This is an optimization exercise on Yosys and OpenROAD, whose aim is small area, a short achievable clock period and few clock cycles, not a production implementation. Only simulation tests tie the RTL to the original design; equivalence was not proved.

// RSA
module RSA ( key_in, mod_in, data_in, data_out, key_ready, mod_ready, data_ready, resetn, CLK, finish, key_end, mod_end, data_out_ready,state );
make LEC_CHECK=0 CAP_MARGIN=20 CORE_MARGIN=2 CORE_UTILIZATION=40 SLEW_MARGIN=20 SYNTH_HIERARCHICAL=1 SYNTH_MEMORY_MAX_BITS=8192 finish   # period 14.0 ns
run.sh (not shown) runs the stock make flow with config.mk's settings and CLKGATE_MAP_FILE= SYNTH_SCRIPT=/design/flow/synth_recipe.tcl, a recipe that flattens the netlist after the stock synthesis.
Testbench counts at the start, summed over its fixed seeds: cycles 1,705,681.
Rerun with:
==> flow/flow/run.sh (new file) <==
#!/bin/bash
# Layout flow: the standard ORFS flow (standard.sh), run with a setup
# repair margin aimed well below the 14 ns clock, so that repair_timing
# keeps sizing and buffering the critical paths (on the worst 5 % of the
# endpoints) after the 14 ns constraint is met.  The constraints, the
# synthesis and every step are the standard ones.
set -euo pipefail
bash standard.sh SETUP_SLACK_MARGIN=9.3 TNS_END_PERCENT=5 finish > standard_flow.log 2>&1
==> flow/standard.sh (new file) <==
#!/bin/bash
# synth_recipe.tcl (not shown) runs the flow's synth.tcl, then flattens the netlist and writes it again
# the make line also repeats each setting of config.mk as NAME=value (left out here)
make -C /OpenROAD-flow-scripts/flow DESIGN_CONFIG=/design/flow/config.mk WORK_HOME=/design/flow/orfs CLKGATE_MAP_FILE= SYNTH_SCRIPT=/design/flow/synth_recipe.tcl "${@:-finish}"
removed: flow/run.sh
=> Maximum frequency grows by 42%; clock-buffer cell count does not change; global-route usage climbs by 1.7 points; first-iteration DRC count went up by 12%; worst hold slack is about the same; cell area grows by 2.6%; sequential share of layout area decreases by 0.92 points; area after synthesis is unchanged.

---

Another version of the RTL of RSA (not shown whole).
Size: roughly 30000 cells after synthesis, about 400000 um^2 of cells after synthesis.
// RSA
module RSA ( key_in, mod_in, data_in, data_out, key_ready, mod_ready, data_ready, resetn, CLK, finish, key_end, mod_end, data_out_ready,state );
clock: 14.0 ns
lec_check: 0
cap_margin: 40
core_margin: 2
core_utilization: 72
cts_cluster_diameter: 100
cts_cluster_size: 20
slew_margin: 40
synth_hierarchical: 1
synth_memory_max_bits: 8192
standard.sh (not shown) runs the stock make flow with config.mk's settings and CLKGATE_MAP_FILE= SYNTH_SCRIPT=/design/flow/synth_recipe.tcl, a recipe that flattens the netlist after the stock synthesis.
==> flow/flow/run.sh <==
#!/bin/bash
# Layout flow: the standard ORFS flow (standard.sh), run with a setup
# repair margin aimed well below the 14 ns clock, so that repair_timing
# keeps sizing and buffering the critical paths after the 14 ns
# constraint is met, with cell resizing not limited to cells of the same
# footprint, and with more antenna repair iterations after detailed
# routing.  The constraints, the synthesis and every step are the
# standard ones.
set -euo pipefail
bash standard.sh SETUP_SLACK_MARGIN=9.3 TNS_END_PERCENT=100 MATCH_CELL_FOOTPRINT=0 \
  MAX_REPAIR_ANTENNAS_ITER_DRT=12 MAX_REPAIR_ANTENNAS_ITER_GRT=8 finish > standard_flow.log 2>&1
Testbench counts at the start, summed over its fixed seeds: cycles 1,683,949.
Change:
--- a/flow/config.mk
+++ b/flow/config.mk
@@ -9,3 +9,3 @@
 export CORE_MARGIN = 2
-export CORE_UTILIZATION = 72
+export CORE_UTILIZATION = 65
 export CTS_CLUSTER_DIAMETER = 100
Outcome: The new run passed the timing, design-rule and antenna checks; global-route usage drops by 4.8 points; design area climbs by 0.60%; clock-buffer cell count climbs by 3; non-clock buffer count climbs by 62; die area climbs by 11%; setup slack improved by 55 ps; register-to-register slack improved by 50 ps.
Change:
--- a/flow/config.mk
+++ b/flow/config.mk
@@ -10,4 +10,2 @@
 export CORE_UTILIZATION = 65
-export CTS_CLUSTER_DIAMETER = 100
-export CTS_CLUSTER_SIZE = 20
 export SLEW_MARGIN = 40
Final cell count came out higher slightly.
Sequential cell count does not change.
Die area is unchanged.
Change:
--- a/flow/flow/run.sh
+++ b/flow/flow/run.sh
@@ -9,3 +9,3 @@
 set -euo pipefail
-bash standard.sh SETUP_SLACK_MARGIN=9.3 TNS_END_PERCENT=100 MATCH_CELL_FOOTPRINT=0 \
+bash standard.sh SETUP_SLACK_MARGIN=9.5 TNS_END_PERCENT=100 MATCH_CELL_FOOTPRINT=0 \
   MAX_REPAIR_ANTENNAS_ITER_DRT=12 MAX_REPAIR_ANTENNAS_ITER_GRT=8 finish > standard_flow.log 2>&1
--- a/flow/config.mk
+++ b/flow/config.mk
@@ -10,2 +10,4 @@
 export CORE_UTILIZATION = 65
+export CTS_CLUSTER_DIAMETER = 100
+export CTS_CLUSTER_SIZE = 20
 export SLEW_MARGIN = 40
Result:
- global-route usage is about the same
- setup slack is better by 210 ps
- clock-buffer cell count came out lower by 341
- cell count came out lower by 1.4%
- synthesized cell count is unchanged

re-timing with driven ports:
In the flow no input, the clock included, has a driving cell. The finished layouts below were timed again as built, in two steps.
Step 1 assumes that a clkbuf_16 drives the clock port and a buf_2 every other input.
Step 2 adds t to the input delays and takes it off the output delays; t is the mean of the earliest and latest rising clock arrival at the registers after step 1. Input paths then give back, and output paths get back, about the clock's delay inside the block.
a / b / c = ideal ports / drivers / drivers and shift; a / b = the first two.
| run | shift t [ns] | setup slack, ns | worst setup path after step 2 | latest minus earliest clock arrival (ns) |
|---|---|---|---|---|
| the first run of note 1 | 1.319 | 6.130 / 6.130 / 6.130 | register to register | 0.104 / 0.103 |
| the second run of note 1 | 1.331 | 8.460 / 8.460 / 8.460 | register to register | 0.109 / 0.110 |
| the first run of note 2 | 1.249 | 9.092 / 9.092 / 8.802 | input to register | 0.201 / 0.202 |
| the second run of note 2 | 1.212 | 9.146 / 9.146 / 8.752 | input to register | 0.145 / 0.145 |
| the third run of note 2 | 1.314 | 9.209 / 9.209 / 8.745 | input to register | 0.113 / 0.114 |
| the fourth run of note 2 | 1.205 | 9.414 / 9.407 / 8.600 | input to register | 0.154 / 0.155 |
After both steps setup and hold are still met in every run listed. For the fourth run of note 2, which loses most, drivers alone change the setup slack by -0.007 ns; drivers and shift together by -0.814 ns.
